From an optimization exercise on the open Yosys and OpenROAD flow, aimed at small area and a short achievable clock period; shortcuts taken in it are not production practice.
In this exercise RTL edits were held to simulation tests only and were not proved equivalent to the original.

==> flow/design.v <==
`timescale 1ns/1ps
module mux2dimto1(in, sel, out);
parameter 	WIDTH=32,
			INPUTS=32;
localparam sel_width=$clog2(INPUTS);
input wire [WIDTH-1:0][INPUTS-1:0] in;
input wire [sel_width-1:0] sel;
output wire [WIDTH-1:0] out;
assign out=in[sel];
endmodule
`timescale 1ns/1ps
module register #(parameter WIDTH = 32) (clk, we, d, q, arst);
	input clk,we,arst;
	input [WIDTH-1:0] d;
	output reg [WIDTH-1:0] q;
	always @(posedge clk or negedge arst) begin 
		if(!arst) begin 
			q <= '0;
		end else if(we) begin
			q <= d;
		end else begin 
			q <= q;
		end 
	end
endmodule 
`timescale 1ns/1ps
module regfile  (clk, we, arstn, ra, rb, waddr, wdata, rd1, rd2, r31);
parameter 	REGS_NUM = 32,
			REGS_WIDTH = 32;
localparam addr_width = $clog2(REGS_NUM);
input wire clk;
input wire we;
input wire arstn;
input wire [addr_width-1:0] ra, rb, waddr;
input wire [REGS_WIDTH-1:0] wdata;
output wire [REGS_WIDTH-1:0] rd1, rd2, r31;
reg [REGS_WIDTH-1:1][REGS_NUM-1:0] regs; 
wire [REGS_WIDTH-1:0][REGS_NUM-1:0] state;
always_ff @ (posedge clk or negedge arstn) begin
	if(!arstn)regs <= '0;
	else if (we && waddr) regs[waddr] <= wdata;
	else regs <= regs;
end
assign state[31:1] = regs[31:1];
assign state[0] = 32'h0;
assign r31 = regs[31];
mux2dimto1 #(32,32) mux1 (.in(state),.out(rd1),.sel(ra));
mux2dimto1 #(32,32) mux2 (.in(state),.out(rd2),.sel(rb));
endmodule
`timescale 1ns/1ps
module barrel_shifter (data_in, bs_opsel, shift_amount, result);
parameter REGS_WIDTH = 32;
localparam addr_width = $clog2(REGS_WIDTH);
input wire [REGS_WIDTH-1:0] data_in;
input wire [2:0] bs_opsel;
input wire [addr_width-1:0] shift_amount;
output logic [REGS_WIDTH-1:0] result;
wire sign;
assign sign = data_in[REGS_WIDTH-1] & bs_opsel[2];
wire [REGS_WIDTH*2-1:0] left;
wire [REGS_WIDTH*2:0] right;
assign left = {data_in, data_in} << shift_amount;
assign right = $signed({sign, data_in, data_in}) >>> shift_amount;
always_comb begin
	casez(bs_opsel)
		3'b?00: result = left[0+:REGS_WIDTH]; 
		3'b010: result = right[REGS_WIDTH+:REGS_WIDTH];  
		3'b11?: result = right[REGS_WIDTH+:REGS_WIDTH];  
		3'b011: result = right[0+:REGS_WIDTH];  
		3'b?01: result = left[REGS_WIDTH+:REGS_WIDTH];  
	endcase
end
endmodule
`timescale 1ns/1ps
module alu #(parameter WIDTH = 32) (
    input logic [WIDTH-1:0] a, b,
    input logic [1:0] instr,
    input logic [1:0] alusel,
    output logic [WIDTH-1:0] y,
    output logic zero, carry, sign, ovf);
	wire [WIDTH-1:0] shout, logout, arout, mulout;
	wire cout, sf, of;
	assign carry = ((~|alusel) && cout);
	assign sign = ((~|alusel) && sf);
	assign ovf = ((~|alusel) && of);
	addsub #(WIDTH)  ar1(a, b, instr, arout, of, sf, cout);
	muldiv #(WIDTH)  md1(a, b, instr, mulout);
	logic_op #(WIDTH)  log1(instr, a, b, logout);
	sh_wrapper #(WIDTH)  sw1(a, b, instr, shout);
	always_comb begin
	    case (alusel)
	    	2'b00: y = arout;
	    	2'b01: y = mulout;
	    	2'b10: y = logout;
	    	2'b11: y = shout;  
	    	default: y = '0;
	   	endcase
	   	zero = ~| y;
	end        
endmodule
module addsub #(parameter WIDTH = 32) (input logic [WIDTH-1:0] a, b, input logic [1:0] f, output logic [WIDTH-1:0] y, output logic ovf, sign, carry);
	wire inv_b;
	wire [WIDTH-1:0] b_alu;
	wire cout;
	wire [WIDTH-1:0] temp_y;
	assign inv_b = |f;
	assign b_alu = b ^ {WIDTH{inv_b}};
	assign sign = temp_y[WIDTH-1];
	assign y = f[1] ? {{(WIDTH-1){1'b0}}, (f[0] ? (sign^ovf) : carry)} : temp_y;
	assign carry = cout;
	assign ovf = (a[31]^temp_y[31]) & (b_alu[31]^temp_y[31]);
	adder #(WIDTH) aluadder(a, b_alu, inv_b, temp_y, cout);
endmodule
module adder #(parameter WIDTH = 32) (input logic [WIDTH-1:0] a, b, input logic cin, output logic [WIDTH-1:0] y, output logic cout);
	var logic [WIDTH+1:0] temp;
	always_comb begin
		temp = {a, cin} + {b, cin};
		{cout, y} = temp[WIDTH+1:1];
	end
endmodule
module logic_op #(parameter WIDTH = 32) (input logic [1:0] f, input logic [WIDTH-1:0] a, b, output logic [WIDTH-1:0] y);
	always_comb begin 
		case(f)
			2'h0: y = a & b;
			2'h1: y = a | b;
			2'h2: y = ~(a | b); 
			2'h3: y = a ^ b;
			default: y = '0;
		endcase
	end
endmodule
module sh_wrapper #(parameter WIDTH = 32) (input logic [WIDTH-1:0] a, shamt, input logic [1:0] f, output logic [WIDTH-1:0] result);
	var logic [2:0] opsel;
	localparam sel_width = $clog2(WIDTH);
	always_comb begin 
		case(f)
			2'h0: opsel = 3'b000;
			2'h1: opsel = 3'b010;
			2'h2: opsel = 3'b110;
			2'h3: opsel = 3'b011;
			default: opsel = '0;
		endcase
	end
	barrel_shifter #(WIDTH) bs(a, opsel, shamt[sel_width-1:0], result);
endmodule
module muldiv #(parameter WIDTH = 32) (input logic [WIDTH-1:0] a, b, input logic [1:0] f, output logic [WIDTH-1:0] y);
	wire [WIDTH*2-1:0] mulout, divout;
	wire [WIDTH*2-1:0] result;
	mul #(WIDTH) mul1 (a, b, mulout);
	div #(WIDTH) div1(a, b, divout);
	assign result = (f[0]) ? divout : mulout;
	assign y = (f[1]) ? result[WIDTH+:WIDTH] : result[0+:WIDTH];
endmodule
module mul #(parameter WIDTH = 32) (input logic [WIDTH-1:0] a, b, output logic [WIDTH*2-1:0] y);
	assign y = $signed(a) * $signed(b);
endmodule
module div #(parameter WIDTH = 32) (input logic [WIDTH-1:0] a, b, output logic [WIDTH*2-1:0] y);
	wire b_zero = ~|b;
	wire d_ovf = (a == {1'b1, {(WIDTH-1){1'b0}}}) && (&b);
	wire [WIDTH-1:0] b_safe = (b_zero | d_ovf) ? {{(WIDTH-1){1'b0}}, 1'b1} : b;
	wire [WIDTH-1:0] q = $signed(a) / $signed(b_safe);
	wire [WIDTH-1:0] r = $signed(a) % $signed(b_safe);
	assign y[0+:WIDTH] = b_zero ? a : d_ovf ? {WIDTH{1'b0}} : r;
	assign y[WIDTH+:WIDTH] = b_zero ? {WIDTH{1'b1}} : d_ovf ? a : q;
endmodule
module timer #(parameter WIDTH=32) (
	input clk,     
	input 	rst_n,   
			tcnt_we, ocra_we, ocrb_we, ocrc_we, tccr_we, ext_clk,
	input 	[WIDTH-1:0] data_in,
	output 	inta, intb, intc, into, pwma, pwmb, pwmc,
	output [WIDTH-1:0] o_tcnt, o_ocra, o_ocrb, o_ocrc, o_tccr,
	output [4:0] extclk_select
);
reg [WIDTH-1:0] TCNT, OCRA, OCRB, OCRC, TCCR;
wire ctl_clear, ctl_count, ctl_direction, compa, compb, compc, presc_clken, edge_clken;
reg [WIDTH-1:0] TOP;
wire [1:0] TOPVAL;
wire DIR, PEA, PEB, PEC, INTAE, INTBE, INTCE, INTOE, CLKSRC;
wire [4:0] PRESCALE;
wire PCI, PBI, PAI, CNTEN;
const_div prescaler(clk, rst_n, (1<<PRESCALE), presc_clken);
edge_detector det  (clk, rst_n, ext_clk, edge_clken);
assign ctl_count = (CLKSRC)? edge_clken : presc_clken;
assign ctl_direction = !DIR;
assign {extclk_select, PRESCALE, CLKSRC, INTOE, INTCE, INTBE, INTAE, PCI, PEC, PBI, PEB, PAI, PEA, DIR, TOPVAL, CNTEN} = TCCR; 
assign inta = compa & INTAE;
assign intb = compb & INTBE;
assign intc = compc & INTCE;
assign into = ctl_clear & INTOE;
assign pwma = ((OCRA > TCNT)^PAI) & PEA;
assign pwmb = ((OCRB > TCNT)^PBI) & PEB;
assign pwmc = ((OCRC > TCNT)^PCI) & PEC;
assign compa = (OCRA == TCNT);
assign compb = (OCRB == TCNT);
assign compc = (OCRC == TCNT);
assign o_tcnt = TCNT;
assign o_ocra = OCRA;
assign o_ocrb = OCRB;
assign o_ocrc = OCRC;
assign o_tccr = TCCR;
always_comb begin
	casez(TOPVAL)
		2'h0: TOP = 32'hffffffff;
		2'h1: TOP = OCRA;
		2'h2: TOP = OCRB;
		2'h3: TOP = OCRC;
	endcase
end
assign ctl_clear = (!CNTEN) | (ctl_direction? (TCNT==TOP) : (TCNT==0));
always_ff @(posedge clk or negedge rst_n) begin
	if(~rst_n) begin
		TCNT <= 0;
	end else begin
		if (tcnt_we) begin
			TCNT <= data_in;
		end else begin
			if (ctl_clear) begin
				if (ctl_direction) begin
					TCNT <= 0;
				end else begin
					TCNT <= TOP;
				end
			end else begin
				if (ctl_count) begin
					if (ctl_direction) begin
						TCNT <= TCNT+1;
					end else begin 
						TCNT <= TCNT-1;
					end
				end
			end
		end
	end
end
always_ff @(posedge clk or negedge rst_n) begin
	if(~rst_n) begin
		OCRA <= 0;
	end else begin
		if (ocra_we) begin
			OCRA <= data_in;
		end
	end
end
always_ff @(posedge clk or negedge rst_n) begin
	if(~rst_n) begin
		OCRB <= 0;
	end else begin
		if (ocrb_we) begin
			OCRB <= data_in;
		end
	end
end
always_ff @(posedge clk or negedge rst_n) begin
	if(~rst_n) begin
		OCRC <= 0;
	end else begin
		if (ocrc_we) begin
			OCRC <= data_in;
		end
	end
end
always_ff @(posedge clk or negedge rst_n) begin
	if(~rst_n) begin
		TCCR <= 0;
	end else begin
		if (tccr_we) begin
			TCCR <= data_in;
		end else begin 
			if(into) TCCR[31]<=1;
			if(intc) TCCR[30]<=1;
			if(intb) TCCR[29]<=1;
			if(inta) TCCR[28]<=1;
		end
	end
end
endmodule
module edge_detector (
	input clk,     
	input rst_n,   
	input data,
	output wire edg
);
reg detector;
always_ff @(posedge clk or negedge rst_n) begin
	if(~rst_n) begin
		detector <= 0;
	end else begin
		detector <= data;
	end
end
assign edg = !detector & data;
endmodule
module const_div(i_clk, i_rst_n, i_div_by, o_event);
	input i_clk;
	input i_rst_n;
	output o_event;
	input wire [31:0] i_div_by;
	reg [32-1:0] cnt;
	wire [32-1:0] cnt_max = i_div_by-1;
	wire sync_rst_cnt = (cnt_max == cnt);
	assign o_event = sync_rst_cnt;
	always @(posedge i_clk, negedge i_rst_n) begin
		if(~i_rst_n) begin
			cnt <= 0;
		end else begin
			if (sync_rst_cnt)
				cnt <= 0;
			else
				cnt <= cnt + 1'b1;
			end
	end
endmodule
module memory #(parameter WIDTH = 32) (clk, we, addr, wd,rd, arst, dmem_we, dmem_addr, dmem_wdata, dmem_rdata,
		gpio_in, gpio_out, gpio_oe, inta, intb, intc, into);
	input  clk, we, arst;
	input  [WIDTH-1:0] addr, wd;
	output wire [WIDTH-1:0] rd;
	output wire inta, intb, intc, into;
	output wire dmem_we;
	output wire [6:0] dmem_addr;
	output wire [WIDTH-1:0] dmem_wdata;
	input  wire [WIDTH-1:0] dmem_rdata;
	input  wire [WIDTH-1:0] gpio_in;
	output wire [WIDTH-1:0] gpio_out, gpio_oe;
	wire ram_we, ddr_we, port_we, pin_we, af1_we, af2_we, tcnt_we, ocra_we, ocrb_we, ocrc_we, tccr_we;
	wire pwma, pwmb, pwmc, extclk;
	wire [WIDTH-1:0] ram_rd, ddr_out, port_out, pin_out, af1_out, af2_out, tcnt_out, ocra_out, ocrb_out, ocrc_out, tccr_out;
	wire [4:0] extclk_select;
	decoder #(32) dec(addr, ram_we, ddr_we, port_we, pin_we, af1_we, af2_we, tcnt_we, ocra_we, ocrb_we, ocrc_we, tccr_we);
	assign dmem_we = ram_we & we;
	assign dmem_addr = addr[6:0];
	assign dmem_wdata = wd;
	assign ram_rd = dmem_rdata;
	gpio #(32) gpio1(clk, arst, ddr_we&we, port_we&we, af1_we&we, af2_we&we, pwma, pwmb, pwmc, extclk_select, wd, 
		ddr_out, port_out, pin_out, af1_out, af2_out, extclk, gpio_in, gpio_out, gpio_oe);
	timer #(32) timer1(clk, arst, tcnt_we&we, ocra_we&we, ocrb_we&we, ocrc_we&we, tccr_we&we, extclk, wd, 
		inta, intb, intc, into, pwma, pwmb, pwmc, tcnt_out, ocra_out, ocrb_out, ocrc_out, tccr_out, extclk_select);
	assign rd = (ram_we) ? ram_rd :
				(ddr_we) ? ddr_out:
				(port_we)? port_out:
				(pin_we) ? pin_out:
				(af1_we) ? af1_out:
				(af2_we) ? af2_out:
				(tcnt_we)? tcnt_out:
				(ocra_we)? ocra_out:
				(ocrb_we)? ocrb_out:
				(ocrc_we)? ocrc_out:
				(tccr_we)? tccr_out:
				32'h0;
endmodule
module decoder #(parameter WIDTH = 32) (i_addr, ram_we, ddr_we, port_we, pin_we, af1_we, af2_we, tcnt_we, ocra_we, ocrb_we, ocrc_we, tccr_we);
	input [WIDTH-1:0] i_addr;
	output wire ram_we, ddr_we, port_we, pin_we, af1_we, af2_we, tcnt_we, ocra_we, ocrb_we, ocrc_we, tccr_we;
	assign ram_we = (i_addr<'h80);
	assign ddr_we = (i_addr=='h80);
	assign port_we = (i_addr=='h81);
	assign pin_we = (i_addr=='h82);
	assign af1_we = (i_addr=='h83);
	assign af2_we = (i_addr=='h84);
	assign tcnt_we = (i_addr=='h85);
	assign ocra_we = (i_addr=='h86);
	assign ocrb_we = (i_addr=='h87);
	assign ocrc_we = (i_addr=='h88);
	assign tccr_we = (i_addr=='h89);
endmodule
module gpio #(parameter WIDTH = 32) (clk, rst, ddr_we, port_we, af1_we, af2_we, pwma, pwmb, pwmc, extclk_select, data_in, 
										ddr_out, port_out, pin_out, af1_out, af2_out, extclk, ioport_in, ioport_out, ioport_oe);
	input clk;
	input rst;
	input ddr_we, port_we, af1_we, af2_we, pwma, pwmb, pwmc;
	input [4:0] extclk_select;
	input [WIDTH-1:0] data_in;
	output [WIDTH-1:0] ddr_out, port_out, pin_out, af1_out, af2_out;
	output extclk;
	input [WIDTH-1:0] ioport_in;
	output [WIDTH-1:0] ioport_out, ioport_oe;
	reg [WIDTH-1:0] ddr, port, pin, ibuffer, af1reg, af2reg;
	wire[WIDTH-1:0] ddrw, portw;
	wire[WIDTH*2-1:0] af = {af2reg, af1reg};
	assign port_out = port;
	assign pin_out = pin;
	assign ddr_out = ddr;
	assign af1_out = af1reg;
	assign af2_out = af2reg;
	assign ddrw = ddr;
	assign extclk = pin[extclk_select];
	genvar i;
	generate
		for (i = 0; i < WIDTH; i++) begin: portmap
			wire [3:0] port_vars = {pwmc, pwmb, pwma, port[i]};
			assign portw[i] = port_vars[af[i*2+:2]];
		end
	endgenerate
	generate
		for (i = 0; i < WIDTH; i++) begin : bidir
        	assign ioport_out[i] = portw[i];
        	assign ioport_oe[i] = ddrw[i];
		end
	endgenerate
	always_ff @(posedge clk or negedge rst) begin
		if(!rst) {ddr, port, pin, ibuffer, af1reg, af2reg} <= '0;
		else begin 
			if (ddr_we) ddr <= data_in;
			if (port_we) port <= data_in;
			if (af1_we) af1reg <= data_in;
			if (af2_we) af2reg <= data_in;
			pin <= ibuffer;
			ibuffer <= ioport_in;
		end
	end
endmodule
`timescale 1ns/1ps
module mips (
	input clk,
	input rst_n,
	output [3:0] LEDR,
	output [31:0] imem_addr,
	input [31:0] imem_rdata,
	output dmem_we,
	output [6:0] dmem_addr,
	output [31:0] dmem_wdata,
	input [31:0] dmem_rdata,
	input [31:0] ioport_in,
	output [31:0] ioport_out,
	output [31:0] ioport_oe
);
wire inta, intb, intc, into;
assign LEDR = {inta, intb, intc, into};	
	wire [31:0] pc_out, pc_in, instr, ra, rb, alu_b, aluout, ext_out, dmem_out, mmio_out, ram_out, regw_data, pcmux_jump, pcmux_next,r31;
	wire [4:0] rs, rt, rd, w_reg, shamt;
	wire [15:0] imm16;
	wire [25:0] jmp_imm;
	wire [5:0] opcode, funct;
	wire [1:0] alu_sel, alu_instr, jmp_cond;
	wire pcsrc, regdst, reg_write, alusrc, mem_write, memtoreg, zfi, cfi, sfi, ofi, b_inv, j, j_en, call, ret;
	reg cfr, zfr, sfr, ofr;
	register #(32) pc(clk, 1'b1, pcmux_jump, pc_out, rst_n);
	assign pcmux_next = pc_out+1;  
	assign imem_addr = pc_out;
	assign instr = imem_rdata;
	assign {opcode, rs, rt, rd, shamt, funct} = instr;  
	assign imm16 = instr[15:0];
	assign jmp_imm = instr[25:0];
	assign w_reg = call?5'h1f:(regdst)?rt:rd;
	regfile #(32, 32) register_file(clk, reg_write|call, rst_n, rs, rt, w_reg, regw_data, ra, rb,r31);
	signext extender(imm16, ext_out);
	assign alu_b = (alusrc)? ext_out:rb;
	alu #(32) main_alu(ra, alu_b, alu_instr, alu_sel, aluout, zfi, cfi, sfi, ofi);
	memory #(32) ram(clk, mem_write, aluout, rb, ram_out, rst_n, dmem_we, dmem_addr, dmem_wdata, dmem_rdata,
		ioport_in, ioport_out, ioport_oe, inta, intb, intc, into);
	assign dmem_out = ram_out;
	assign regw_data = call?pcmux_next:memtoreg?dmem_out:aluout;
	next_pc pc_ctrl(pcmux_next, r31, jmp_imm, zfr, cfr, sfr, ofr, jmp_cond, b_inv, j, j_en, call, ret, pcsrc, pcmux_jump);
	main_ctrl mc(opcode, regdst, reg_write, alusrc, j, b_inv, j_en, mem_write, memtoreg, call, ret, jmp_cond);
	alu_ctrl ac(opcode, funct, alu_instr, alu_sel);
	always_ff @(posedge clk) begin 
		sfr <= sfi;
		zfr <= zfi;
		cfr <= cfi;
		ofr <= ofi;
	end
endmodule
module signext(
	input logic [15:0] a,
	output logic [31:0] y);
	assign y = {{16{a[15]}}, a};
endmodule
module mux2 #(parameter WIDTH = 8) (
	input logic [WIDTH-1:0] d0, d1,
	input logic s,
	output logic [WIDTH-1:0] y);
	assign y = s ? d1 : d0;
endmodule
module next_pc( 
	input logic [31:0] nextpc, r31,
	input logic [25:0] imm26,
	input logic zf, cf, sf, of,
	input wire [1:0] cond,  
	input wire inv, j, j_en, call, ret,
	output wire pcsrc,
	output wire [31:0] newpc
	);
	wire [15:0] imm16;
	wire [31:0] b_addr, j_addr, b_disp;
	wire cof, ccf, csf, czf;
	assign imm16 = imm26[0+:16];
	signext se(imm16, b_disp);
	assign b_addr = nextpc + b_disp;  
	assign j_addr = {nextpc[31:26], imm26};
	assign newpc = (ret)? r31 : (j&j_en)? j_addr : (pcsrc)? b_addr : nextpc; 
	assign cof = (of ^ inv) & !cond[0] & !cond[1];
	assign csf = (sf ^ inv) & cond[0] & !cond[1];
	assign czf = (zf ^ inv) & !cond[0] & cond[1];
	assign ccf = (cf ^ inv) & cond[0] & cond[1];
	assign pcsrc = (cof | ccf | csf | czf) & j_en;
endmodule
module main_ctrl(
	input wire [5:0] opcode, 
	output logic regdst, regwrite, alusrc, j, j_inv, j_en, memwrite, memtoreg, call, ret,
	output logic [1:0] cond);
	wire rtype, itype;
	assign rtype = ~|opcode;
	assign itype = !opcode[5];
	assign j = (opcode[4]);
	assign call = (opcode == 6'b111000);
	assign ret = (opcode == 6'b111111);
	assign regdst = !rtype;
	assign regwrite = (rtype | itype) & (!memwrite);
	assign alusrc = !rtype;
	assign j_en = opcode[5];
	assign j_inv = opcode[3];
	assign memwrite = (opcode == 6'b000010);  
	assign memtoreg = (opcode == 6'b000100);  
	assign cond = opcode[1:0];
endmodule
module alu_ctrl(
	input wire [5:0] opcode, funct, 
	output logic [1:0] instr, alusel);
	always_comb begin
		{alusel, instr} = 0;
		if(~|opcode) begin
			{alusel, instr} = funct[3:0];
		end else if(!opcode[5]) begin 
			if(opcode[0]) begin
				{alusel, instr} = opcode[4:1];
			end 
		end
	end
endmodule
==> flow/run.sh <==
#!/bin/bash
# synth_recipe.tcl (not shown) runs the flow's synth.tcl, then flattens the netlist and writes it again
# the make line also repeats each setting of config.mk as NAME=value (left out here)
make -C /OpenROAD-flow-scripts/flow DESIGN_CONFIG=/design/flow/config.mk WORK_HOME=/design/flow/orfs CLKGATE_MAP_FILE= SYNTH_SCRIPT=/design/flow/synth_recipe.tcl finish
==> flow/config.mk <==
export PLATFORM = sky130hd
export DESIGN_NAME = mips
export DESIGN_NICKNAME = mips
export VERILOG_FILES = /design/flow/design.v
export SDC_FILE = /design/flow/constraint.sdc
export NUM_CORES = 4
export LEC_CHECK = 0
export CAP_MARGIN = 20
export CORE_MARGIN = 2
export CORE_UTILIZATION = 20
export PLACE_DENSITY = 0.3
export SLEW_MARGIN = 20
==> flow/constraint.sdc <==
create_clock -name core_clock -period 150.0 [get_ports {clk}]
set_input_delay 30.0000 -clock core_clock [delete_from_list [all_inputs] [get_ports {clk}]]
set_output_delay 30.0000 -clock core_clock [all_outputs]
set_load 0.01 [all_outputs]
==> impl_metrics.ini <==
[run_status]
outcome = timing/DRC/antenna clean

[routing]
drt-wirelength-per-cell_um = 34.90
vias = 167100
wl_um = 1140000
route.detailed.drc = 0
ant_nets = 0
dr.pass1.iters = 6
via_per_inst = 5.117
drt-initial-drc-count = 16380

[sta]
fin_crit_sh = 0.9721
holdWs_ns = 0.3313
hold_viol = 0
fin_crit_ns = 145.81
fmax_ghz = 0.006858
setup_ws_ns = 4.191
setup_viol = 0
max_slew_margin = 0.1458
drv_slew = 0
tns_ns = 0
fin_skew_ns = 0.1110
worst_pin_slew_ns = 1.272

[critical_path]
crit_top_cell = buf_4
start_kind = primary input
cp_slowest_cell = o311a_2
critical_path_required_ns = 120.00
crit_arrival_ns = 115.81
end_kind = primary output
crit_fanout = 21
max_stage_delay_ns = 0.67
critPathKind = in -> out

[clocking]
clk_path_buf_depth = 4
htreeDepth = 4
insertion_delay_ns = 0.94
cts_made_buffers = 175
numClockSinks = 1413
cts_tree = built
root_buffer = clkbuf_16
postCtsHoldBufs = 0
clk_pin_slew_ns = 0.06

[layout]
nNetsFinal = 23820
layout.cells.non_filler = 32650
drive_gt1_frac = 0.2188
area_delta_synth_final_pct = 26.60
largest_register_ffs = 992
regMostFlops = register_file.regs
fill_cells = 89560

[floorplan]
dieHeight_um = 908.6
die-area_mm2 = 0.8256
initial_core_util = 0.2005
ios = 238
die_width_um = 908.6
core_mm2 = 0.8163
num_rows = 332

[yosys]
synth_top_area_frac = 0.2154
synthTopCellsByArea = dfrtp_1 (22%), fa_1 (13%), ha_1 (7.6%), nand2_1 (6.2%), mux4_2 (5.8%)
yosysUniqueCellTypes = 129
yosysWarnings = 13
synth.most_common_cell = nand2_1
synthesis.area_mm2 = 0.1637
synth_area_per_cell_um2 = 8.363
postSynthCellCount = 19570
yosysTopAreaCell = dfrtp_1
seq_area_frac_synth = 0.2159
ys.flop_type = dfrtp_1
synth_common_cells = nand2_1 (2714), nor2_1 (1933), inv_1 (1544), dfrtp_1 (1409), o21ai_0 (1205)
ys_ff_latch = 1413
synth_nets = 21740
synth_edf_count = 0
async_reset_ff_frac = 0.9972

[global_route]
grt_pass1_vias = 166700
gr-total-overflow = 0
track_usage = 0.2662
grt_max_degree = 94
grt_antenna_before_repair = 113
grt_pass1_wl_um = 1525000

[placement]
portBuffers = 237
place_inst = 32220
dpl.hpwl_um = 888600
routabilityCongestion = 0.9819
place_ws_ns = -5.456

[min_path]
hold_path_class = reg -> reg

[flow_run]
max_cap_viol_count = 0
[per-stage QoR]
| step | utilization | area, µm² |
|---|---|---|
| 6_report | 0.2539 | 207200 |
| 5_1_grt | 0.2538 | 207100 |
| 4_1_cts | 0.2506 | 204500 |
| 3_5_place_dp | 0.2428 | 198200 |
| 3_3_place_gp | 0.2427 | 198100 |
| 2_1_floorplan | - | 163900 |
[worst paths after layout]
| check | end | cells after the start | slack (ns) | from |
|---|---|---|---|---|
| max | dmem_we | 436 | 4.19 | imem_rdata[17] |
| min | ram.gpio1.pin[10]$_DFF_PN0_ | 0 | 0.33 | ram.gpio1.ibuffer[10]$_DFF_PN0_ |
| max reg2reg | register_file.regs[50]$_DFFE_PN0P_ | 433 | 61.82 | register_file.regs[970]$_DFFE_PN0P_ |
| min reg2reg | ram.gpio1.pin[10]$_DFF_PN0_ | 0 | 0.33 | ram.gpio1.ibuffer[10]$_DFF_PN0_ |
| max in group asynchronous | register_file.regs[294]$_DFFE_PN0P_ | 7 | 115.79 | rst_n |
| min in group asynchronous | ram.timer1.prescaler.cnt[31]$_DFF_PN0_ | 1 | 29.05 | rst_n |
[cells by family (layout without fill, tap and decap cells)]
| logic type | count (synthesis) | after routing | share of synthesized area |
|---|---|---|---|
| simple gates | 6478 | 6478 | 0.1738 |
| compound gates | 4936 | 4936 | 0.1948 |
| buf+inv | 2893 | 5089 | 0.06974 |
| fa+ha+maj | 2075 | 2075 | 0.2084 |
| flops | 1413 | 1413 | 0.2159 |
| mux | 1062 | 1062 | 0.09913 |
| xor+xnor | 713 | 713 | 0.03820 |
| other cells | 0 | 32 | 0 |
[critical path: cells and delay by family]
kind / cells / cell delay [ns]
compound gates: 196 / 39.14
simple gates: 126 / 21.98
buf+inv: 76 / 13.23
fa+ha+maj: 32 / 9.11
mux: 5 / 1.67
xor+xnor: 1 / 0.17
[what timing repair did]
action,CTS,global route
resized for setup,102,433
cloned,3,11
setup buffers,18,66
pin swaps,9,80
endpoints found under the setup margin,8,8
[layout make-up]
| class | instances | area (µm²) | share of cell area |
|---|---|---|---|
| diodes | 32 | 80.08 | 0.0003864 |
| clock buffers | 256 | 5075 | 0.02449 |
| clock inverters | 45 | 553.0 | 0.002669 |
| inverters | 1589 | 5987 | 0.02889 |
| multi-input cells | 15260 | 120500 | 0.5816 |
| flip-flops and latches | 1413 | 35340 | 0.1706 |
| well taps | 10860 | 13580 | 0.06554 |
| repair buffers | 3199 | 26080 | 0.1259 |
[cell usage in the layout, fill, tap and decap left out, drive strengths merged, types with 61 or more instances in the layout]
master,Yosys,layout
or2,76,76
o21ai,1461,1461
nand2b,138,138
nand2,2715,2715
nor2,1937,1937
a22o,84,84
a21oi,1077,1077
o22ai,90,90
a211oi,157,157
o31ai,229,229
o21a,192,192
o211ai,157,157
nand4,151,151
and2,111,111
mux2i,383,383
xnor2,497,497
buf,372,2961
fa,1086,1086
nor4,123,123
nor3,360,360
or3,91,91
xor2,216,216
a31oi,234,234
mux4,421,421
o22a,61,61
dfrtp,1409,1409
a22oi,148,148
inv,1568,1566
o21bai,86,86
mux2,258,258
a211o,62,62
a21o,227,227
and3,119,119
a221oi,89,89
clkdlybuf4s50,0,220
clkbuf,932,267
ha,989,989
nand3,363,363
nor2b,147,147
[metal layers]
metal / GRT usage / wire (µm)
met1: 0.3687 / 511000
met2: 0.4272 / 512600
met3: 0.03126 / 63930
met4: 0.09542 / 51880
met5: 0 / 145

-- separate check: timing with driven ports --
No port has a modelled driver above. Below, the same layout with a new extraction and two added sets of constraints.
Step 1 (the two cells are an assumption about what drives the block):
set clk [get_ports {clk}]
set_driving_cell -lib_cell sky130_fd_sc_hd__clkbuf_16 $clk
set_driving_cell -lib_cell sky130_fd_sc_hd__buf_2 [delete_from_list [all_inputs] $clk]
Step 2, shift: input delay + t, output delay - t, t = (earliest + latest rising clock arrival at the registers) / 2. This alone moves slack from input paths to output paths.
Three values: no drivers, after step 1, after step 2; two values: the first two.
t (ns): 0.999
setup WS [ns]: 4.191 / 3.867 / 3.867
worst setup path after step 2: input to output
latest minus earliest clock arrival (ns): 0.112 / 0.112
worst data-port slew with drivers (ns): 0.49
After both steps this run still meets setup and hold. For this run, drivers alone change the setup slack by -0.324 ns; drivers and shift together by -0.324 ns.
